Context: an optimization exercise on an open-source flow, tuned for small area. The choices shown serve that exercise and are no tape-out recipe.
Function not checked in this run: the RTL went through the layout flow alone.
Power figures rest on the tool's default switching activity, not on a simulated workload.

### flow/design.v
module buffer (
    input  logic             clk,
    input  logic             wen,
    input  logic [639:0]     din,
    output logic [3:0][143:0] dout
);
    always_ff @(posedge clk) begin
        for (int s = 0; s < 4; s++)
            if (wen) dout[s] <= din[s*160 +: 144];
    end
endmodule
module hadamard_product_unit (
    input  logic [71:0]  kernel,
    input  logic [143:0] patch,
    output logic [15:0]  dout
);
    logic [71:0] kernel3;
    times3 u_k3 (.k(kernel), .k3(kernel3));
    for (genvar j = 0; j < 2; j++) begin : g_dp
        logic [35:0] d1, d2, d3;
        r4dec u_dec (.p(patch[j*72 +: 72]), .d1(d1), .d2(d2), .d3(d3));
        dot9 u_dp (.k(kernel), .k3(kernel3), .p(patch[j*72 +: 72]),
                   .d1(d1), .d2(d2), .d3(d3), .y(dout[j*8 +: 8]));
    end
endmodule
module dot9 (
    input  logic [71:0] k,     
    input  logic [71:0] k3,    
    input  logic [71:0] p,     
    input  logic [35:0] d1,    
    input  logic [35:0] d2,    
    input  logic [35:0] d3,    
    output logic [7:0]  y
);
    logic pn1, pn2, pn3, pn4, pn5, pn6, pn7, pn8, pn9, pn10, pn11, pn12, pn13, pn14, pn15, pn16;
    logic pn17, pn18, pn19, pn20, pn21, pn22, pn23, pn24, pn25, pn26, pn27, pn28, pn29, pn30, pn31, pn32;
    logic pn33, pn34, pn35, pn36, pn37, pn38, pn39, pn40, pn41, pn42, pn43, pn44, pn45, pn46, pn47, pn48;
    logic pn49, pn50, pn51, pn52, pn53, pn54, pn55, pn56, pn57, pn58, pn59, pn60, pn61, pn62, pn63, pn64;
    logic pn65, pn66, pn67, pn68, pn69, pn70, pn71, pn72, pn73, pn74, pn75, pn76, pn77, pn78, pn79, pn80;
    logic pn81, pn82, pn83, pn84, pn85, pn86, pn87, pn88, pn89, pn90, pn91, pn92, pn93, pn94, pn95, pn96;
    logic pn97, pn98, pn99, pn100, pn101, pn102, pn103, pn104, pn105, pn106, pn107, pn108, pn109, pn110, pn111, pn112;
    logic pn113, pn114, pn115, pn116, pn117, pn118, pn119, pn120, pn121, pn122, pn123, pn124, pn125, pn126, pn127, pn128;
    logic pn129, pn130, pn131, pn132, pn133, pn134, pn135, pn136, pn137, pn138, pn139, pn140, pn141, pn142, pn143, pn144;
    logic pn145, pn146, pn147, pn148, pn149, pn150, pn151, pn152, pn153, pn154, pn155, pn156, pn157, pn158, pn159, pn160;
    logic pn161, pn162, pn163, pn164, pn165, pn166, pn167, pn168, pn169, pn170, pn171, pn172, pn173, pn174, pn175, pn176;
    logic pn177, pn178, pn179, pn180, s181, c182, s183, c184, s185, c186, s187, c188, s189, c190, s191, c192;
    logic s193, c194, s195, c196, s197, c198, s199, c200, s201, c202, s203, c204, s205, c206, s207, c208;
    logic s209, c210, s211, c212, s213, c214, s215, c216, s217, c218, s219, c220, s221, c222, s223, c224;
    logic s225, c226, s227, c228, s229, c230, s231, c232, s233, c234, s235, c236, s237, c238, s239, c240;
    logic s241, c242, s243, c244, s245, c246, s247, c248, s249, c250, s251, c252, s253, c254, s255, c256;
    logic s257, c258, s259, c260, s261, c262, s263, c264, s265, c266, s267, c268, s269, c270, s271, c272;
    logic s273, c274, s275, c276, s277, c278, s279, c280, s281, c282, s283, c284, s285, c286, s287, c288;
    logic s289, c290, s291, c292, s293, c294, s295, c296, s297, c298, s299, c300, s301, c302, s303, c304;
    logic s305, c306, s307, c308, s309, c310, s311, c312, s313, c314, s315, c316, s317, c318, s319, c320;
    logic s321, c322, s323, c324, s325, c326, s327, c328, s329, c330, s331, c332, s333, c334, s335, c336;
    logic s337, c338, s339, c340, s341, c342, s343, c344, s345, c346, s347, c348, s349, c350, s351, c352;
    logic s353, c354, s355, c356, s357, c358, s359, c360, s361, c362, s363, c364, s365, c366, s367, c368;
    logic s369, c370, s371, c372, s373, c374, s375, c376, s377, c378, s379, c380, s381, c382, s383, c384;
    logic s385, c386, s387, c388, s389, c390, s391, c392, s393, c394, s395, c396, s397, c398, s399, c400;
    logic s401, c402, s403, c404, x405, x406, x407, x408, x409, x410, x411, x412, x413, x414, x415, x416;
    logic x417, x418, x419, x420, x421, x422, x423, x424, x425, x426, x427, x428, x429, x430, x431, x432;
    logic x433, x434, x435, x436, x437, x438, x439, x440, x441, x442, x443, x444, x445, x446, x447, x448;
    logic x449, x450, x451, x452, x453, x454, x455, x456, x457, x458, x459, x460, x461, x462, x463, x464;
    logic x465, x466, x467, x468, x469;
    assign pn1 = ~(k[0] & p[0]);
    assign pn2 = ~((d1[0] & k[1]) | (d2[0] & k[0]) | (d3[0] & k3[1]));
    assign pn3 = ~((d1[0] & k[2]) | (d2[0] & k[1]) | (d3[0] & k3[2]));
    assign pn4 = ~((d1[0] & k[3]) | (d2[0] & k[2]) | (d3[0] & k3[3]));
    assign pn5 = ~((d1[0] & k[4]) | (d2[0] & k[3]) | (d3[0] & k3[4]));
    assign pn6 = ~((d1[0] & k[5]) | (d2[0] & k[4]) | (d3[0] & k3[5]));
    assign pn7 = ~((d1[0] & k[6]) | (d2[0] & k[5]) | (d3[0] & k3[6]));
    assign pn8 = ~((d1[0] & k[7]) | (d2[0] & k[6]) | (d3[0] & k3[7]));
    assign pn9 = ~(k[0] & p[2]);
    assign pn10 = ~((d1[1] & k[1]) | (d2[1] & k[0]) | (d3[1] & k3[1]));
    assign pn11 = ~((d1[1] & k[2]) | (d2[1] & k[1]) | (d3[1] & k3[2]));
    assign pn12 = ~((d1[1] & k[3]) | (d2[1] & k[2]) | (d3[1] & k3[3]));
    assign pn13 = ~((d1[1] & k[4]) | (d2[1] & k[3]) | (d3[1] & k3[4]));
    assign pn14 = ~((d1[1] & k[5]) | (d2[1] & k[4]) | (d3[1] & k3[5]));
    assign pn15 = ~(k[0] & p[4]);
    assign pn16 = ~((d1[2] & k[1]) | (d2[2] & k[0]) | (d3[2] & k3[1]));
    assign pn17 = ~((d1[2] & k[2]) | (d2[2] & k[1]) | (d3[2] & k3[2]));
    assign pn18 = ~((d1[2] & k[3]) | (d2[2] & k[2]) | (d3[2] & k3[3]));
    assign pn19 = ~(k[0] & p[6]);
    assign pn20 = ~((d1[3] & k[1]) | (d2[3] & k[0]) | (d3[3] & k3[1]));
    assign pn21 = ~(k[8] & p[8]);
    assign pn22 = ~((d1[4] & k[9]) | (d2[4] & k[8]) | (d3[4] & k3[9]));
    assign pn23 = ~((d1[4] & k[10]) | (d2[4] & k[9]) | (d3[4] & k3[10]));
    assign pn24 = ~((d1[4] & k[11]) | (d2[4] & k[10]) | (d3[4] & k3[11]));
    assign pn25 = ~((d1[4] & k[12]) | (d2[4] & k[11]) | (d3[4] & k3[12]));
    assign pn26 = ~((d1[4] & k[13]) | (d2[4] & k[12]) | (d3[4] & k3[13]));
    assign pn27 = ~((d1[4] & k[14]) | (d2[4] & k[13]) | (d3[4] & k3[14]));
    assign pn28 = ~((d1[4] & k[15]) | (d2[4] & k[14]) | (d3[4] & k3[15]));
    assign pn29 = ~(k[8] & p[10]);
    assign pn30 = ~((d1[5] & k[9]) | (d2[5] & k[8]) | (d3[5] & k3[9]));
    assign pn31 = ~((d1[5] & k[10]) | (d2[5] & k[9]) | (d3[5] & k3[10]));
    assign pn32 = ~((d1[5] & k[11]) | (d2[5] & k[10]) | (d3[5] & k3[11]));
    assign pn33 = ~((d1[5] & k[12]) | (d2[5] & k[11]) | (d3[5] & k3[12]));
    assign pn34 = ~((d1[5] & k[13]) | (d2[5] & k[12]) | (d3[5] & k3[13]));
    assign pn35 = ~(k[8] & p[12]);
    assign pn36 = ~((d1[6] & k[9]) | (d2[6] & k[8]) | (d3[6] & k3[9]));
    assign pn37 = ~((d1[6] & k[10]) | (d2[6] & k[9]) | (d3[6] & k3[10]));
    assign pn38 = ~((d1[6] & k[11]) | (d2[6] & k[10]) | (d3[6] & k3[11]));
    assign pn39 = ~(k[8] & p[14]);
    assign pn40 = ~((d1[7] & k[9]) | (d2[7] & k[8]) | (d3[7] & k3[9]));
    assign pn41 = ~(k[16] & p[16]);
    assign pn42 = ~((d1[8] & k[17]) | (d2[8] & k[16]) | (d3[8] & k3[17]));
    assign pn43 = ~((d1[8] & k[18]) | (d2[8] & k[17]) | (d3[8] & k3[18]));
    assign pn44 = ~((d1[8] & k[19]) | (d2[8] & k[18]) | (d3[8] & k3[19]));
    assign pn45 = ~((d1[8] & k[20]) | (d2[8] & k[19]) | (d3[8] & k3[20]));
    assign pn46 = ~((d1[8] & k[21]) | (d2[8] & k[20]) | (d3[8] & k3[21]));
    assign pn47 = ~((d1[8] & k[22]) | (d2[8] & k[21]) | (d3[8] & k3[22]));
    assign pn48 = ~((d1[8] & k[23]) | (d2[8] & k[22]) | (d3[8] & k3[23]));
    assign pn49 = ~(k[16] & p[18]);
    assign pn50 = ~((d1[9] & k[17]) | (d2[9] & k[16]) | (d3[9] & k3[17]));
    assign pn51 = ~((d1[9] & k[18]) | (d2[9] & k[17]) | (d3[9] & k3[18]));
    assign pn52 = ~((d1[9] & k[19]) | (d2[9] & k[18]) | (d3[9] & k3[19]));
    assign pn53 = ~((d1[9] & k[20]) | (d2[9] & k[19]) | (d3[9] & k3[20]));
    assign pn54 = ~((d1[9] & k[21]) | (d2[9] & k[20]) | (d3[9] & k3[21]));
    assign pn55 = ~(k[16] & p[20]);
    assign pn56 = ~((d1[10] & k[17]) | (d2[10] & k[16]) | (d3[10] & k3[17]));
    assign pn57 = ~((d1[10] & k[18]) | (d2[10] & k[17]) | (d3[10] & k3[18]));
    assign pn58 = ~((d1[10] & k[19]) | (d2[10] & k[18]) | (d3[10] & k3[19]));
    assign pn59 = ~(k[16] & p[22]);
    assign pn60 = ~((d1[11] & k[17]) | (d2[11] & k[16]) | (d3[11] & k3[17]));
    assign pn61 = ~(k[24] & p[24]);
    assign pn62 = ~((d1[12] & k[25]) | (d2[12] & k[24]) | (d3[12] & k3[25]));
    assign pn63 = ~((d1[12] & k[26]) | (d2[12] & k[25]) | (d3[12] & k3[26]));
    assign pn64 = ~((d1[12] & k[27]) | (d2[12] & k[26]) | (d3[12] & k3[27]));
    assign pn65 = ~((d1[12] & k[28]) | (d2[12] & k[27]) | (d3[12] & k3[28]));
    assign pn66 = ~((d1[12] & k[29]) | (d2[12] & k[28]) | (d3[12] & k3[29]));
    assign pn67 = ~((d1[12] & k[30]) | (d2[12] & k[29]) | (d3[12] & k3[30]));
    assign pn68 = ~((d1[12] & k[31]) | (d2[12] & k[30]) | (d3[12] & k3[31]));
    assign pn69 = ~(k[24] & p[26]);
    assign pn70 = ~((d1[13] & k[25]) | (d2[13] & k[24]) | (d3[13] & k3[25]));
    assign pn71 = ~((d1[13] & k[26]) | (d2[13] & k[25]) | (d3[13] & k3[26]));
    assign pn72 = ~((d1[13] & k[27]) | (d2[13] & k[26]) | (d3[13] & k3[27]));
    assign pn73 = ~((d1[13] & k[28]) | (d2[13] & k[27]) | (d3[13] & k3[28]));
    assign pn74 = ~((d1[13] & k[29]) | (d2[13] & k[28]) | (d3[13] & k3[29]));
    assign pn75 = ~(k[24] & p[28]);
    assign pn76 = ~((d1[14] & k[25]) | (d2[14] & k[24]) | (d3[14] & k3[25]));
    assign pn77 = ~((d1[14] & k[26]) | (d2[14] & k[25]) | (d3[14] & k3[26]));
    assign pn78 = ~((d1[14] & k[27]) | (d2[14] & k[26]) | (d3[14] & k3[27]));
    assign pn79 = ~(k[24] & p[30]);
    assign pn80 = ~((d1[15] & k[25]) | (d2[15] & k[24]) | (d3[15] & k3[25]));
    assign pn81 = ~(k[32] & p[32]);
    assign pn82 = ~((d1[16] & k[33]) | (d2[16] & k[32]) | (d3[16] & k3[33]));
    assign pn83 = ~((d1[16] & k[34]) | (d2[16] & k[33]) | (d3[16] & k3[34]));
    assign pn84 = ~((d1[16] & k[35]) | (d2[16] & k[34]) | (d3[16] & k3[35]));
    assign pn85 = ~((d1[16] & k[36]) | (d2[16] & k[35]) | (d3[16] & k3[36]));
    assign pn86 = ~((d1[16] & k[37]) | (d2[16] & k[36]) | (d3[16] & k3[37]));
    assign pn87 = ~((d1[16] & k[38]) | (d2[16] & k[37]) | (d3[16] & k3[38]));
    assign pn88 = ~((d1[16] & k[39]) | (d2[16] & k[38]) | (d3[16] & k3[39]));
    assign pn89 = ~(k[32] & p[34]);
    assign pn90 = ~((d1[17] & k[33]) | (d2[17] & k[32]) | (d3[17] & k3[33]));
    assign pn91 = ~((d1[17] & k[34]) | (d2[17] & k[33]) | (d3[17] & k3[34]));
    assign pn92 = ~((d1[17] & k[35]) | (d2[17] & k[34]) | (d3[17] & k3[35]));
    assign pn93 = ~((d1[17] & k[36]) | (d2[17] & k[35]) | (d3[17] & k3[36]));
    assign pn94 = ~((d1[17] & k[37]) | (d2[17] & k[36]) | (d3[17] & k3[37]));
    assign pn95 = ~(k[32] & p[36]);
    assign pn96 = ~((d1[18] & k[33]) | (d2[18] & k[32]) | (d3[18] & k3[33]));
    assign pn97 = ~((d1[18] & k[34]) | (d2[18] & k[33]) | (d3[18] & k3[34]));
    assign pn98 = ~((d1[18] & k[35]) | (d2[18] & k[34]) | (d3[18] & k3[35]));
    assign pn99 = ~(k[32] & p[38]);
    assign pn100 = ~((d1[19] & k[33]) | (d2[19] & k[32]) | (d3[19] & k3[33]));
    assign pn101 = ~(k[40] & p[40]);
    assign pn102 = ~((d1[20] & k[41]) | (d2[20] & k[40]) | (d3[20] & k3[41]));
    assign pn103 = ~((d1[20] & k[42]) | (d2[20] & k[41]) | (d3[20] & k3[42]));
    assign pn104 = ~((d1[20] & k[43]) | (d2[20] & k[42]) | (d3[20] & k3[43]));
    assign pn105 = ~((d1[20] & k[44]) | (d2[20] & k[43]) | (d3[20] & k3[44]));
    assign pn106 = ~((d1[20] & k[45]) | (d2[20] & k[44]) | (d3[20] & k3[45]));
    assign pn107 = ~((d1[20] & k[46]) | (d2[20] & k[45]) | (d3[20] & k3[46]));
    assign pn108 = ~((d1[20] & k[47]) | (d2[20] & k[46]) | (d3[20] & k3[47]));
    assign pn109 = ~(k[40] & p[42]);
    assign pn110 = ~((d1[21] & k[41]) | (d2[21] & k[40]) | (d3[21] & k3[41]));
    assign pn111 = ~((d1[21] & k[42]) | (d2[21] & k[41]) | (d3[21] & k3[42]));
    assign pn112 = ~((d1[21] & k[43]) | (d2[21] & k[42]) | (d3[21] & k3[43]));
    assign pn113 = ~((d1[21] & k[44]) | (d2[21] & k[43]) | (d3[21] & k3[44]));
    assign pn114 = ~((d1[21] & k[45]) | (d2[21] & k[44]) | (d3[21] & k3[45]));
    assign pn115 = ~(k[40] & p[44]);
    assign pn116 = ~((d1[22] & k[41]) | (d2[22] & k[40]) | (d3[22] & k3[41]));
    assign pn117 = ~((d1[22] & k[42]) | (d2[22] & k[41]) | (d3[22] & k3[42]));
    assign pn118 = ~((d1[22] & k[43]) | (d2[22] & k[42]) | (d3[22] & k3[43]));
    assign pn119 = ~(k[40] & p[46]);
    assign pn120 = ~((d1[23] & k[41]) | (d2[23] & k[40]) | (d3[23] & k3[41]));
    assign pn121 = ~(k[48] & p[48]);
    assign pn122 = ~((d1[24] & k[49]) | (d2[24] & k[48]) | (d3[24] & k3[49]));
    assign pn123 = ~((d1[24] & k[50]) | (d2[24] & k[49]) | (d3[24] & k3[50]));
    assign pn124 = ~((d1[24] & k[51]) | (d2[24] & k[50]) | (d3[24] & k3[51]));
    assign pn125 = ~((d1[24] & k[52]) | (d2[24] & k[51]) | (d3[24] & k3[52]));
    assign pn126 = ~((d1[24] & k[53]) | (d2[24] & k[52]) | (d3[24] & k3[53]));
    assign pn127 = ~((d1[24] & k[54]) | (d2[24] & k[53]) | (d3[24] & k3[54]));
    assign pn128 = ~((d1[24] & k[55]) | (d2[24] & k[54]) | (d3[24] & k3[55]));
    assign pn129 = ~(k[48] & p[50]);
    assign pn130 = ~((d1[25] & k[49]) | (d2[25] & k[48]) | (d3[25] & k3[49]));
    assign pn131 = ~((d1[25] & k[50]) | (d2[25] & k[49]) | (d3[25] & k3[50]));
    assign pn132 = ~((d1[25] & k[51]) | (d2[25] & k[50]) | (d3[25] & k3[51]));
    assign pn133 = ~((d1[25] & k[52]) | (d2[25] & k[51]) | (d3[25] & k3[52]));
    assign pn134 = ~((d1[25] & k[53]) | (d2[25] & k[52]) | (d3[25] & k3[53]));
    assign pn135 = ~(k[48] & p[52]);
    assign pn136 = ~((d1[26] & k[49]) | (d2[26] & k[48]) | (d3[26] & k3[49]));
    assign pn137 = ~((d1[26] & k[50]) | (d2[26] & k[49]) | (d3[26] & k3[50]));
    assign pn138 = ~((d1[26] & k[51]) | (d2[26] & k[50]) | (d3[26] & k3[51]));
    assign pn139 = ~(k[48] & p[54]);
    assign pn140 = ~((d1[27] & k[49]) | (d2[27] & k[48]) | (d3[27] & k3[49]));
    assign pn141 = ~(k[56] & p[56]);
    assign pn142 = ~((d1[28] & k[57]) | (d2[28] & k[56]) | (d3[28] & k3[57]));
    assign pn143 = ~((d1[28] & k[58]) | (d2[28] & k[57]) | (d3[28] & k3[58]));
    assign pn144 = ~((d1[28] & k[59]) | (d2[28] & k[58]) | (d3[28] & k3[59]));
    assign pn145 = ~((d1[28] & k[60]) | (d2[28] & k[59]) | (d3[28] & k3[60]));
    assign pn146 = ~((d1[28] & k[61]) | (d2[28] & k[60]) | (d3[28] & k3[61]));
    assign pn147 = ~((d1[28] & k[62]) | (d2[28] & k[61]) | (d3[28] & k3[62]));
    assign pn148 = ~((d1[28] & k[63]) | (d2[28] & k[62]) | (d3[28] & k3[63]));
    assign pn149 = ~(k[56] & p[58]);
    assign pn150 = ~((d1[29] & k[57]) | (d2[29] & k[56]) | (d3[29] & k3[57]));
    assign pn151 = ~((d1[29] & k[58]) | (d2[29] & k[57]) | (d3[29] & k3[58]));
    assign pn152 = ~((d1[29] & k[59]) | (d2[29] & k[58]) | (d3[29] & k3[59]));
    assign pn153 = ~((d1[29] & k[60]) | (d2[29] & k[59]) | (d3[29] & k3[60]));
    assign pn154 = ~((d1[29] & k[61]) | (d2[29] & k[60]) | (d3[29] & k3[61]));
    assign pn155 = ~(k[56] & p[60]);
    assign pn156 = ~((d1[30] & k[57]) | (d2[30] & k[56]) | (d3[30] & k3[57]));
    assign pn157 = ~((d1[30] & k[58]) | (d2[30] & k[57]) | (d3[30] & k3[58]));
    assign pn158 = ~((d1[30] & k[59]) | (d2[30] & k[58]) | (d3[30] & k3[59]));
    assign pn159 = ~(k[56] & p[62]);
    assign pn160 = ~((d1[31] & k[57]) | (d2[31] & k[56]) | (d3[31] & k3[57]));
    assign pn161 = ~(k[64] & p[64]);
    assign pn162 = ~((d1[32] & k[65]) | (d2[32] & k[64]) | (d3[32] & k3[65]));
    assign pn163 = ~((d1[32] & k[66]) | (d2[32] & k[65]) | (d3[32] & k3[66]));
    assign pn164 = ~((d1[32] & k[67]) | (d2[32] & k[66]) | (d3[32] & k3[67]));
    assign pn165 = ~((d1[32] & k[68]) | (d2[32] & k[67]) | (d3[32] & k3[68]));
    assign pn166 = ~((d1[32] & k[69]) | (d2[32] & k[68]) | (d3[32] & k3[69]));
    assign pn167 = ~((d1[32] & k[70]) | (d2[32] & k[69]) | (d3[32] & k3[70]));
    assign pn168 = ~((d1[32] & k[71]) | (d2[32] & k[70]) | (d3[32] & k3[71]));
    assign pn169 = ~(k[64] & p[66]);
    assign pn170 = ~((d1[33] & k[65]) | (d2[33] & k[64]) | (d3[33] & k3[65]));
    assign pn171 = ~((d1[33] & k[66]) | (d2[33] & k[65]) | (d3[33] & k3[66]));
    assign pn172 = ~((d1[33] & k[67]) | (d2[33] & k[66]) | (d3[33] & k3[67]));
    assign pn173 = ~((d1[33] & k[68]) | (d2[33] & k[67]) | (d3[33] & k3[68]));
    assign pn174 = ~((d1[33] & k[69]) | (d2[33] & k[68]) | (d3[33] & k3[69]));
    assign pn175 = ~(k[64] & p[68]);
    assign pn176 = ~((d1[34] & k[65]) | (d2[34] & k[64]) | (d3[34] & k3[65]));
    assign pn177 = ~((d1[34] & k[66]) | (d2[34] & k[65]) | (d3[34] & k3[66]));
    assign pn178 = ~((d1[34] & k[67]) | (d2[34] & k[66]) | (d3[34] & k3[67]));
    assign pn179 = ~(k[64] & p[70]);
    assign pn180 = ~((d1[35] & k[65]) | (d2[35] & k[64]) | (d3[35] & k3[65]));
    fa u_s181 (.a(pn1), .b(pn21), .c(pn41), .s(s181), .co(c182));
    fa u_s183 (.a(pn61), .b(pn81), .c(pn101), .s(s183), .co(c184));
    fa u_s185 (.a(pn121), .b(pn141), .c(pn161), .s(s185), .co(c186));
    fa u_s187 (.a(s181), .b(s183), .c(s185), .s(s187), .co(c188));
    fa u_s189 (.a(pn2), .b(pn22), .c(pn42), .s(s189), .co(c190));
    fa u_s191 (.a(pn62), .b(pn82), .c(pn102), .s(s191), .co(c192));
    fa u_s193 (.a(pn122), .b(pn142), .c(pn162), .s(s193), .co(c194));
    fa u_s195 (.a(c182), .b(c184), .c(c186), .s(s195), .co(c196));
    fa u_s197 (.a(c188), .b(s189), .c(s191), .s(s197), .co(c198));
    fa u_s199 (.a(s193), .b(s195), .c(s197), .s(s199), .co(c200));
    fa u_s201 (.a(pn9), .b(pn29), .c(pn49), .s(s201), .co(c202));
    fa u_s203 (.a(pn69), .b(pn89), .c(pn109), .s(s203), .co(c204));
    fa u_s205 (.a(pn129), .b(pn149), .c(pn169), .s(s205), .co(c206));
    fa u_s207 (.a(s201), .b(s203), .c(s205), .s(s207), .co(c208));
    fa u_s209 (.a(pn3), .b(pn23), .c(pn43), .s(s209), .co(c210));
    fa u_s211 (.a(pn63), .b(pn83), .c(pn103), .s(s211), .co(c212));
    fa u_s213 (.a(pn123), .b(pn143), .c(pn163), .s(s213), .co(c214));
    fa u_s215 (.a(c190), .b(c192), .c(c194), .s(s215), .co(c216));
    fa u_s217 (.a(c196), .b(s207), .c(c198), .s(s217), .co(c218));
    fa u_s219 (.a(s209), .b(s211), .c(s213), .s(s219), .co(c220));
    fa u_s221 (.a(s215), .b(c200), .c(s217), .s(s221), .co(c222));
    assign s223 = ~(s219 ^ s221);
    assign c224 = s219 | s221;
    fa u_s225 (.a(pn10), .b(pn30), .c(pn50), .s(s225), .co(c226));
    fa u_s227 (.a(pn70), .b(pn90), .c(pn110), .s(s227), .co(c228));
    fa u_s229 (.a(pn130), .b(pn150), .c(pn170), .s(s229), .co(c230));
    fa u_s231 (.a(c202), .b(c204), .c(c206), .s(s231), .co(c232));
    fa u_s233 (.a(c208), .b(s225), .c(s227), .s(s233), .co(c234));
    fa u_s235 (.a(s229), .b(s231), .c(pn4), .s(s235), .co(c236));
    fa u_s237 (.a(pn24), .b(pn44), .c(pn64), .s(s237), .co(c238));
    fa u_s239 (.a(pn84), .b(pn104), .c(pn124), .s(s239), .co(c240));
    fa u_s241 (.a(pn144), .b(pn164), .c(c210), .s(s241), .co(c242));
    fa u_s243 (.a(c212), .b(c214), .c(c216), .s(s243), .co(c244));
    fa u_s245 (.a(s233), .b(c218), .c(c220), .s(s245), .co(c246));
    fa u_s247 (.a(s235), .b(s237), .c(s239), .s(s247), .co(c248));
    fa u_s249 (.a(s241), .b(s243), .c(c222), .s(s249), .co(c250));
    fa u_s251 (.a(s245), .b(s247), .c(c224), .s(s251), .co(c252));
    assign s253 = ~(s249 ^ s251);
    assign c254 = s249 | s251;
    fa u_s255 (.a(pn15), .b(pn35), .c(pn55), .s(s255), .co(c256));
    fa u_s257 (.a(pn75), .b(pn95), .c(pn115), .s(s257), .co(c258));
    fa u_s259 (.a(pn135), .b(pn155), .c(pn175), .s(s259), .co(c260));
    fa u_s261 (.a(s255), .b(s257), .c(s259), .s(s261), .co(c262));
    fa u_s263 (.a(pn11), .b(pn31), .c(pn51), .s(s263), .co(c264));
    fa u_s265 (.a(pn71), .b(pn91), .c(pn111), .s(s265), .co(c266));
    fa u_s267 (.a(pn131), .b(pn151), .c(pn171), .s(s267), .co(c268));
    fa u_s269 (.a(c226), .b(c228), .c(c230), .s(s269), .co(c270));
    fa u_s271 (.a(c232), .b(s261), .c(c234), .s(s271), .co(c272));
    fa u_s273 (.a(s263), .b(s265), .c(s267), .s(s273), .co(c274));
    fa u_s275 (.a(s269), .b(pn5), .c(pn25), .s(s275), .co(c276));
    fa u_s277 (.a(pn45), .b(pn65), .c(pn85), .s(s277), .co(c278));
    fa u_s279 (.a(pn105), .b(pn125), .c(pn145), .s(s279), .co(c280));
    fa u_s281 (.a(pn165), .b(c236), .c(c238), .s(s281), .co(c282));
    fa u_s283 (.a(c240), .b(c242), .c(c244), .s(s283), .co(c284));
    fa u_s285 (.a(s271), .b(s273), .c(c246), .s(s285), .co(c286));
    fa u_s287 (.a(c248), .b(s275), .c(s277), .s(s287), .co(c288));
    fa u_s289 (.a(s279), .b(s281), .c(s283), .s(s289), .co(c290));
    fa u_s291 (.a(c250), .b(s285), .c(s287), .s(s291), .co(c292));
    fa u_s293 (.a(s289), .b(c252), .c(s291), .s(s293), .co(c294));
    assign s295 = ~(c254 ^ s293);
    assign c296 = c254 | s293;
    fa u_s297 (.a(pn16), .b(pn36), .c(pn56), .s(s297), .co(c298));
    fa u_s299 (.a(pn76), .b(pn96), .c(pn116), .s(s299), .co(c300));
    fa u_s301 (.a(pn136), .b(pn156), .c(pn176), .s(s301), .co(c302));
    fa u_s303 (.a(c256), .b(c258), .c(c260), .s(s303), .co(c304));
    fa u_s305 (.a(c262), .b(s297), .c(s299), .s(s305), .co(c306));
    fa u_s307 (.a(s301), .b(s303), .c(pn12), .s(s307), .co(c308));
    fa u_s309 (.a(pn32), .b(pn52), .c(pn72), .s(s309), .co(c310));
    fa u_s311 (.a(pn92), .b(pn112), .c(pn132), .s(s311), .co(c312));
    fa u_s313 (.a(pn152), .b(pn172), .c(c264), .s(s313), .co(c314));
    fa u_s315 (.a(c266), .b(c268), .c(c270), .s(s315), .co(c316));
    fa u_s317 (.a(s305), .b(c272), .c(c274), .s(s317), .co(c318));
    fa u_s319 (.a(s307), .b(s309), .c(s311), .s(s319), .co(c320));
    fa u_s321 (.a(s313), .b(s315), .c(pn6), .s(s321), .co(c322));
    fa u_s323 (.a(pn26), .b(pn46), .c(pn66), .s(s323), .co(c324));
    fa u_s325 (.a(pn86), .b(pn106), .c(pn126), .s(s325), .co(c326));
    fa u_s327 (.a(pn146), .b(pn166), .c(c276), .s(s327), .co(c328));
    fa u_s329 (.a(c278), .b(c280), .c(c282), .s(s329), .co(c330));
    fa u_s331 (.a(c284), .b(s317), .c(s319), .s(s331), .co(c332));
    fa u_s333 (.a(c286), .b(c288), .c(c290), .s(s333), .co(c334));
    fa u_s335 (.a(s321), .b(s323), .c(s325), .s(s335), .co(c336));
    fa u_s337 (.a(s327), .b(s329), .c(s331), .s(s337), .co(c338));
    fa u_s339 (.a(c292), .b(s333), .c(s335), .s(s339), .co(c340));
    fa u_s341 (.a(s337), .b(c294), .c(s339), .s(s341), .co(c342));
    assign s343 = ~(c296 ^ s341);
    assign c344 = c296 | s341;
    fa u_s345 (.a(pn19), .b(pn39), .c(pn59), .s(s345), .co(c346));
    fa u_s347 (.a(pn79), .b(pn99), .c(pn119), .s(s347), .co(c348));
    fa u_s349 (.a(pn139), .b(pn159), .c(pn179), .s(s349), .co(c350));
    fa u_s351 (.a(s345), .b(s347), .c(s349), .s(s351), .co(c352));
    fa u_s353 (.a(pn17), .b(pn37), .c(pn57), .s(s353), .co(c354));
    fa u_s355 (.a(pn77), .b(pn97), .c(pn117), .s(s355), .co(c356));
    fa u_s357 (.a(pn137), .b(pn157), .c(pn177), .s(s357), .co(c358));
    fa u_s359 (.a(c298), .b(c300), .c(c302), .s(s359), .co(c360));
    fa u_s361 (.a(c304), .b(s351), .c(c306), .s(s361), .co(c362));
    fa u_s363 (.a(s353), .b(s355), .c(s357), .s(s363), .co(c364));
    fa u_s365 (.a(s359), .b(pn13), .c(pn33), .s(s365), .co(c366));
    fa u_s367 (.a(pn53), .b(pn73), .c(pn93), .s(s367), .co(c368));
    fa u_s369 (.a(pn113), .b(pn133), .c(pn153), .s(s369), .co(c370));
    fa u_s371 (.a(pn173), .b(c308), .c(c310), .s(s371), .co(c372));
    fa u_s373 (.a(c312), .b(c314), .c(c316), .s(s373), .co(c374));
    fa u_s375 (.a(s361), .b(s363), .c(c318), .s(s375), .co(c376));
    fa u_s377 (.a(c320), .b(s365), .c(s367), .s(s377), .co(c378));
    fa u_s379 (.a(s369), .b(s371), .c(s373), .s(s379), .co(c380));
    fa u_s381 (.a(c322), .b(c324), .c(c326), .s(s381), .co(c382));
    fa u_s383 (.a(c328), .b(c330), .c(pn7), .s(s383), .co(c384));
    fa u_s385 (.a(pn27), .b(pn47), .c(pn67), .s(s385), .co(c386));
    fa u_s387 (.a(pn87), .b(pn107), .c(pn127), .s(s387), .co(c388));
    fa u_s389 (.a(pn147), .b(pn167), .c(c332), .s(s389), .co(c390));
    fa u_s391 (.a(s375), .b(s377), .c(s379), .s(s391), .co(c392));
    fa u_s393 (.a(c334), .b(c336), .c(s381), .s(s393), .co(c394));
    fa u_s395 (.a(s383), .b(s385), .c(s387), .s(s395), .co(c396));
    fa u_s397 (.a(c338), .b(s389), .c(s391), .s(s397), .co(c398));
    fa u_s399 (.a(c340), .b(s393), .c(s395), .s(s399), .co(c400));
    fa u_s401 (.a(s397), .b(c342), .c(s399), .s(s401), .co(c402));
    assign s403 = ~(c344 ^ s401);
    assign c404 = c344 | s401;
    assign x405 = pn20 ^ pn40;
    assign x406 = pn60 ^ pn80;
    assign x407 = pn100 ^ pn120;
    assign x408 = pn140 ^ pn160;
    assign x409 = pn180 ^ c346;
    assign x410 = c348 ^ c350;
    assign x411 = x405 ^ x406;
    assign x412 = x407 ^ x408;
    assign x413 = x409 ^ x410;
    assign x414 = c352 ^ x411;
    assign x415 = x412 ^ x413;
    assign x416 = pn18 ^ pn38;
    assign x417 = pn58 ^ pn78;
    assign x418 = pn98 ^ pn118;
    assign x419 = pn138 ^ pn158;
    assign x420 = pn178 ^ c354;
    assign x421 = c356 ^ c358;
    assign x422 = c360 ^ x414;
    assign x423 = x415 ^ x416;
    assign x424 = x417 ^ x418;
    assign x425 = x419 ^ x420;
    assign x426 = x421 ^ x422;
    assign x427 = c362 ^ c364;
    assign x428 = x423 ^ x424;
    assign x429 = x425 ^ x426;
    assign x430 = pn14 ^ pn34;
    assign x431 = pn54 ^ pn74;
    assign x432 = pn94 ^ pn114;
    assign x433 = pn134 ^ pn154;
    assign x434 = pn174 ^ c366;
    assign x435 = c368 ^ c370;
    assign x436 = c372 ^ c374;
    assign x437 = x427 ^ x428;
    assign x438 = x429 ^ x430;
    assign x439 = x431 ^ x432;
    assign x440 = x433 ^ x434;
    assign x441 = x435 ^ x436;
    assign x442 = x437 ^ c376;
    assign x443 = c378 ^ c380;
    assign x444 = x438 ^ x439;
    assign x445 = x440 ^ x441;
    assign x446 = c382 ^ x442;
    assign x447 = x443 ^ pn8;
    assign x448 = pn28 ^ pn48;
    assign x449 = pn68 ^ pn88;
    assign x450 = pn108 ^ pn128;
    assign x451 = pn148 ^ pn168;
    assign x452 = c384 ^ c386;
    assign x453 = c388 ^ x444;
    assign x454 = x445 ^ c390;
    assign x455 = c392 ^ x446;
    assign x456 = x447 ^ x448;
    assign x457 = x449 ^ x450;
    assign x458 = x451 ^ x452;
    assign x459 = x453 ^ c394;
    assign x460 = x454 ^ c396;
    assign x461 = x455 ^ x456;
    assign x462 = x457 ^ x458;
    assign x463 = c398 ^ x459;
    assign x464 = x460 ^ x461;
    assign x465 = x462 ^ c400;
    assign x466 = x463 ^ x464;
    assign x467 = x465 ^ x466;
    assign x468 = c402 ^ x467;
    assign x469 = c404 ^ x468;
    assign y[0] = ~s187;
    assign y[1] = ~s199;
    assign y[2] = ~s223;
    assign y[3] = ~s253;
    assign y[4] = ~s295;
    assign y[5] = ~s343;
    assign y[6] = ~s403;
    assign y[7] = x469;
endmodule
module r4dec (
    input  logic [71:0] p,
    output logic [35:0] d1,
    output logic [35:0] d2,
    output logic [35:0] d3
);
    for (genvar i = 0; i < 36; i++) begin : g_d
        assign d1[i] = p[2*i] & ~p[2*i+1];
        assign d2[i] = ~p[2*i] & p[2*i+1];
        assign d3[i] = p[2*i] & p[2*i+1];
    end
endmodule
module times3 (
    input  logic [71:0] k,
    output logic [71:0] k3
);
    for (genvar m = 0; m < 9; m++) begin : g_m
        logic [7:0] a, y;
        logic [7:1] c;
        assign a = k[m*8 +: 8];
        assign y[0] = a[0];
        assign y[1] = a[1] ^ a[0];
        assign c[1] = a[1] & a[0];
        for (genvar b = 2; b < 7; b++) begin : g_b
            fa u_fa (.a(a[b]), .b(a[b-1]), .c(c[b-1]), .s(y[b]), .co(c[b]));
        end
        assign y[7] = a[7] ^ a[6] ^ c[6];
        assign k3[m*8 +: 8] = y;
    end
endmodule
module fa (input logic a, input logic b, input logic c, output logic s, output logic co);
    assign s  = a ^ b ^ c;
    assign co = (a & b) | (c & (a ^ b));
endmodule
module for_output (
    input  logic          clk,
    input  logic          rst,
    input  logic [1:0]    op,
    input  logic          wr_reg,    
    input  logic          arr3,      
    input  logic          arr1,      
    input  logic [15:0]   lane0,     
    input  logic [15:0]   lane1,
    input  logic [15:0]   lane2,
    output logic [1279:0] dout
);
    localparam logic [1:0] WRITE = 2'd2;
    logic [3:0] index;       
    logic       dv;          
    logic       full;
    logic [2:0] res_index;
    logic [7:0] res_valid;
    logic [7:0] res_inval;   
    always_ff @(posedge clk or posedge rst) begin
        if (rst)
            full <= 1'b0;
        else if (op == WRITE)
            full <= 1'b0;
        else if (res_valid[7] && dv)
            full <= 1'b1;
    end
    logic [4:0] sum;
    assign sum = index + (arr3 ? 5'd3 : 5'd1);
    always_ff @(posedge clk or posedge rst) begin
        if (rst) begin
            index <= 4'd0;
            dv    <= 1'b0;
        end else if (op == WRITE) begin
            index <= 4'd0;
            dv    <= 1'b0;
        end else if (!full && (arr3 || arr1)) begin
            if (sum >= 5'd9) begin
                index <= 4'(sum - 5'd9);
                dv    <= 1'b1;
            end else begin
                index <= sum[3:0];
                dv    <= 1'b0;
            end
        end
    end
    always_ff @(posedge clk or posedge rst) begin
        if (rst)
            res_index <= 3'd0;
        else if (wr_reg)
            res_index <= 3'd0;
        else if (dv && res_index != 3'd7)
            res_index <= res_index + 3'd1;
    end
    always_ff @(posedge clk or posedge rst) begin
        if (rst) begin
            res_valid <= '0;
            res_inval <= '1;
        end else if (wr_reg) begin
            res_valid <= '0;
            res_inval <= '1;
        end else if (!full && (dv || index != 4'd0)) begin
            res_valid[res_index] <= 1'b1;
            res_inval[res_index] <= 1'b0;
        end
    end
    logic       acc_d;       
    logic       n3_d;        
    logic [3:0] i_d;         
    always_ff @(posedge clk or posedge rst) begin
        if (rst) begin
            acc_d <= 1'b0;
            n3_d  <= 1'b0;
            i_d   <= 4'd0;
        end else begin
            acc_d <= (arr3 || arr1) && (op != WRITE) && !full;
            n3_d  <= arr3;
            i_d   <= index;
        end
    end
    logic wr_now;
    assign wr_now = acc_d && !full && !wr_reg;
    logic [8:0][15:0] bus;
    logic [8:0]       to_cur;     
    logic [8:0]       to_next;    
    always_comb begin
        for (int e = 0; e < 9; e++) begin
            bus[e]     = '0;
            to_cur[e]  = 1'b0;
            to_next[e] = 1'b0;
            for (int k = 0; k < 3; k++) begin
                if ((k == 0 || n3_d) && (32'(i_d) + k == e)) begin
                    bus[e]    = (k == 0) ? lane0 : (k == 1) ? lane1 : lane2;
                    to_cur[e] = 1'b1;
                end
                if ((k == 0 || n3_d) && (32'(i_d) + k == e + 9)) begin
                    bus[e]     = (k == 0) ? lane0 : (k == 1) ? lane1 : lane2;
                    to_next[e] = 1'b1;
                end
            end
            if (e >= 32'(i_d) + (n3_d ? 3 : 1))
                to_cur[e] = 1'b1;    
        end
    end
    logic [7:0][8:0][15:0] rows_n;
    always_ff @(posedge clk) begin
        for (int r = 0; r < 8; r++)
            for (int e = 0; e < 9; e++)
                if (wr_now && ((to_cur[e] && r >= res_index) || (to_next[e] && r > res_index)))
                    rows_n[r][e] <= ~bus[e];
    end
    for (genvar r = 0; r < 8; r++) begin : g_row
        assign dout[r*160 +: 144]       = ~(rows_n[r] | {144{res_inval[r]}});
        assign dout[r*160 + 144 +: 16]  = 16'd0;
    end
endmodule
module top #(
    parameter DATA_WIDTH = 8,
    parameter BUFFER_SIZE = 2,
    parameter KERNEL_SIZE = 9,
    parameter NUM_OF_MUL = 2,
    parameter DATA_OF_SET = 20,
    parameter IN_NUM_OF_SET = 4,
    parameter OUT_NUM_OF_SET = 3
)(
    input  logic          clk,
    input  logic          rst,
    input  logic [639:0]  din,
    input  logic [71:0]   kernel,
    input  logic [1:0]    op,
    output logic [1279:0] dout,
    output logic          dout_valid
);
    localparam logic [1:0] READ  = 2'd1;
    localparam logic [1:0] WRITE = 2'd2;
    logic       rd_reg, wr_reg;    
    logic [5:0] cnt;               
    logic       wen;
    always_ff @(posedge clk or posedge rst) begin
        if (rst) begin
            rd_reg <= 1'b0;
            wr_reg <= 1'b0;
            cnt    <= 6'd0;
        end else begin
            rd_reg <= (op == READ);
            wr_reg <= (op == WRITE);
            if (cnt == 6'd32 || ((op == READ) && rd_reg))
                cnt <= 6'd0;
            else if ((op == READ) && !rd_reg)
                cnt <= cnt + 6'd1;
        end
    end
    assign wen        = (op == READ) && !rd_reg && (cnt == 6'd0);
    assign dout_valid = (op == WRITE) && !wr_reg;
    logic [4:1] ph;
    always_ff @(posedge clk or posedge rst) begin
        if (rst) ph <= '0;
        else     ph <= {ph[3:1], wen};
    end
    logic [3:0][143:0] set_q;
    buffer u_buf (.clk(clk), .wen(wen), .din(din), .dout(set_q));
    logic [71:0] kernel_d;
    always_ff @(posedge clk) kernel_d <= kernel;
    logic [15:0] x_res, y_res;
    hadamard_product_unit u_y (
        .kernel(kernel),
        .patch(ph[3] ? set_q[3] : set_q[0]),
        .dout(y_res)
    );
    hadamard_product_unit u_x (
        .kernel(ph[3] ? kernel_d : kernel),
        .patch(ph[3] ? set_q[2] : set_q[1]),
        .dout(x_res)
    );
    logic [15:0] ry, ry_d, rx, rx_d;
    always_ff @(posedge clk) begin
        ry   <= y_res;
        ry_d <= ry;
        rx   <= x_res;
        rx_d <= rx;
    end
    for_output u_out (
        .clk(clk),
        .rst(rst),
        .op(op),
        .wr_reg(wr_reg),
        .arr3(ph[3]),
        .arr1(ph[4]),
        .lane0(ry_d),
        .lane1(rx_d),
        .lane2(rx),
        .dout(dout)
    );
endmodule
### flow/flow/run.sh
#!/bin/bash
# The standard layout (standard.sh), with two placement settings changed:
#  - plain buf_1 cells as the port buffers (every port still gets one);
#  - pins may sit one routing track apart, so a smaller die holds them.
set -o pipefail
export BUFFER_PORTS_ARGS="-buffer_cell sky130_fd_sc_hd__buf_1"
export PLACE_PINS_ARGS="-min_distance 1 -min_distance_in_tracks"
bash standard.sh > standard.log 2>&1
### flow/standard.sh
#!/bin/bash
# synth_recipe.tcl (not shown) runs the flow's synth.tcl, then flattens the netlist and writes it again
# the make line also repeats each setting of config.mk as NAME=value (left out here)
make -C /OpenROAD-flow-scripts/flow DESIGN_CONFIG=/design/flow/config.mk WORK_HOME=/design/flow/orfs CLKGATE_MAP_FILE= SYNTH_SCRIPT=/design/flow/synth_recipe.tcl "${@:-finish}"
### flow/config.mk
export PLATFORM = sky130hd
export DESIGN_NAME = top
export DESIGN_NICKNAME = top
export VERILOG_FILES = /design/flow/design.v
export SDC_FILE = /design/flow/constraint.sdc
export NUM_CORES = 8
export LEC_CHECK = 0
export CAP_MARGIN = 20
export CORE_AREA = 10 10 450 450
export CTS_BUF_LIST = sky130_fd_sc_hd__clkbuf_4 sky130_fd_sc_hd__clkbuf_8
export DIE_AREA = 0 0 460 460
export PLACE_DENSITY = 0.65
export SLEW_MARGIN = 20
export SYNTH_HIERARCHICAL = 1
### flow/constraint.sdc
create_clock -name core_clock -period 10.0 [get_ports {clk}]
set_input_delay 2.0000 -clock core_clock [delete_from_list [all_inputs] [get_ports {clk}]]
set_output_delay 2.0000 -clock core_clock [all_outputs]
set_load 0.01 [all_outputs]
==> impl_metrics.tcl <==
set metrics [dict create \
    status "no timing/DRC/antenna violations" \
    syn_to_final_growth_pct 19.6 \
    cts_tree "yes" \
    synthCells 6509 \
    wl_per_cell_um 37.5 \
    crit_path_max_incr_delay_ps 760 \
    grt_max_degree 156 \
    arrival_ps 9710 \
    avgSynthCellArea_um2 14.5 \
    initial_utilization 0.490 \
    path_common_cell "fa_1" \
    vias 73800 \
    crit_type "reg2reg" \
    overflow 0 \
    slew_headroom 0.0963 \
    largest_reg_flops 1152 \
    max-clock-path-buffers 4 \
    postCtsSetupRepairBufs 0 \
    ctsRootBufferMaster "clkbuf_8" \
    fmaxAchievable_mhz 114 \
    worst_r2r_path_depth 20 \
    worstSetupEndpointType "flip-flop" \
    path_depth 20 \
    ff_latch_area_um2 55600 \
    finalMaxSlewViolations 0 \
    fin_area_um2 113000 \
    path_buf_inv 2 \
    r2r_end "rx[7]" \
    rsz0062_at_grt "no" \
    tightest_slew_ps 1360 \
    largest_register "u_out.rows_n" \
    reg2reg_from "ph[3]" \
    layout.cells.most_common "buf_1" \
    grt_pass1_vias 71500 \
    rrSetupSlack_ps 1240 \
    placed_area_um2 106000 \
    clkTransAtPathRegs_ps 60 \
    total_power_mw 25.4 \
    multiInputGateArea_um2 37200 \
    grt_pass1_wl_um 583000 \
    place_congestion 1.08 \
    period_minus_slack_ps 8760 \
    port_buffers 1804 \
    drv_cap 0 \
    power.leakage_nw 38.1 \
    cts_resized 0 \
    drt_wl_total_um 434000 \
    critical_path.top_delay_family "adder cells" \
    cts_inserted_buffers 322 \
    finalHoldViolCount 0 \
    core_area_um2 193000 \
    fin_crit_sh 0.876 \
    h-tree-depth 5 \
    firstDrtPassIters 15 \
    drt_iter0_markers 14900 \
    grt_util_all_layers 0.395 \
    drc 0 \
    fin_nets 10100 \
    viasPerCell 6.37 \
    required_ps 10960 \
    layout_common_cells "buf_1, edfxtp_1, nor2_1" \
    postRouteAntennaNets 0 \
    setup_viol 0 \
    cp_max_fo 45 \
    worstSetupEndpoint "rx[7]" \
    hold_buffers 0 \
    die_y_um 460 \
    cts_num_sinks 1900 \
    syn_area_um2 94400 \
    hpwl_um 338000 \
    ios 1997 \
    hold_path_depth 0 \
    drive_above_1_share 0.208 \
    hp-class "reg2reg" \
    die_w_um 460 \
    power.density_nw_per_um2 225 \
    critPathLaunch "ph[3]" \
    tns_ps 0 \
    ir_drop_uv 385 \
    worstSkewPairLatency_ps 1110 \
    cp-start-kind "flip-flop" \
    reg.largest.list "u_out.rows_n: 1152 flops, u_buf.dout: 576 flops, kernel_d: 72 flops" \
    skew_ps 90.4 \
    fill_cells 15700 \
    crit_slowest_cell "a222oi_1" \
    path_cells "buf_12, mux2_2, ha_1, a222oi_1, fa_1, fa_1, fa_1, fa_1, fa_1, fa_1, fa_1, fa_1, inv_1, ha_1, xor2_1, xnor2_1, xnor2_1, xnor2_1, xnor2_1, xnor3_1" \
    dieArea_um2 212000 \
    fin_util 0.586 \
    rows 161 \
    ys_warn_count 9 \
    antenna_found_initial 54 \
]
[report_power, final]
part / internal (mW) / leakage (nW) / switching [mW]
registers: 8.97 / 17.2 / 0.647
clock network: 3.72 / 3.25 / 3.15
logic: 4.03 / 17.6 / 4.90
[through the flow]
step | std cells | setup slack [ps] | hold WS, ps
2_1_floorplan | 6636 | -6990 | 310
3_3_place_gp | 11000 | 361 | 311
3_5_place_dp | 11000 | 319 | 313
4_1_cts | 11500 | 1260 | 291
5_1_grt | 11600 | 950 | 315
6_report | 11600 | 1240 | 295
[metal layers]
| layer | vias up | track usage | share of wire |
|---|---|---|---|
| met2 | 6562 | 0.576 | 0.43 |
| met3 | 1329 | 0.138 | 0.13 |
| met5 | - | 0.00633 | 0.00042 |
| met4 | 26 | 0.224 | 0.070 |
| met1 | 36700 | 0.511 | 0.37 |
| li1 | 29200 | - | - |
[worst min path at each step]
stage | end | slack, ps | startpoint
floorplan | ry_d[0] | 310 | ry[0]
global placement | ry_d[4] | 310 | ry[4]
detailed placement | ry_d[14] | 310 | ry[14]
CTS | ry_d[0] | 290 | ry[0]
global route | ry_d[0] | 320 | ry[0]
finish | ry_d[0] | 290 | ry[0]
[layout make-up]
| type | count | area share |
|---|---|---|
| Antenna cell | 40 | 0.000887 |
| Clock buffer | 432 | 0.0470 |
| Clock inverter | 113 | 0.00734 |
| Inverter | 77 | 0.00256 |
| Multi-Input combinational cell | 4219 | 0.329 |
| Sequential cell | 1900 | 0.492 |
| Tap cell | 2526 | 0.0280 |
| Timing Repair Buffer | 2278 | 0.0924 |

==> port drivers added, routing unchanged <==
The results above use ideal ports. As a check the final layout listed here was re-extracted and re-timed, cells and wires unchanged. Step 1 sets driving cells, clkbuf_16 on the clock port and buf_2 on the other inputs (assumed; they add their load-dependent delay and slew). Step 2 also shifts input and output timing later by t, the mid clock arrival at the registers, as if the neighbouring blocks saw the same clock. Three values: ideal, step 1, step 2; two values: the first two.
t (ns): 1.172
slack for setup (ns): 1.244 / 1.244 / 0.163
hold WS [ns]: 0.295 / 0.295 / 0.295
clock arrival spread, ns: 0.107 / 0.106
worst data-port slew with drivers (ns): 0.20
After both steps setup and hold are still met in this run. The setup slack of this run moves by 0.000 ns with the drivers and by -1.081 ns with both steps.
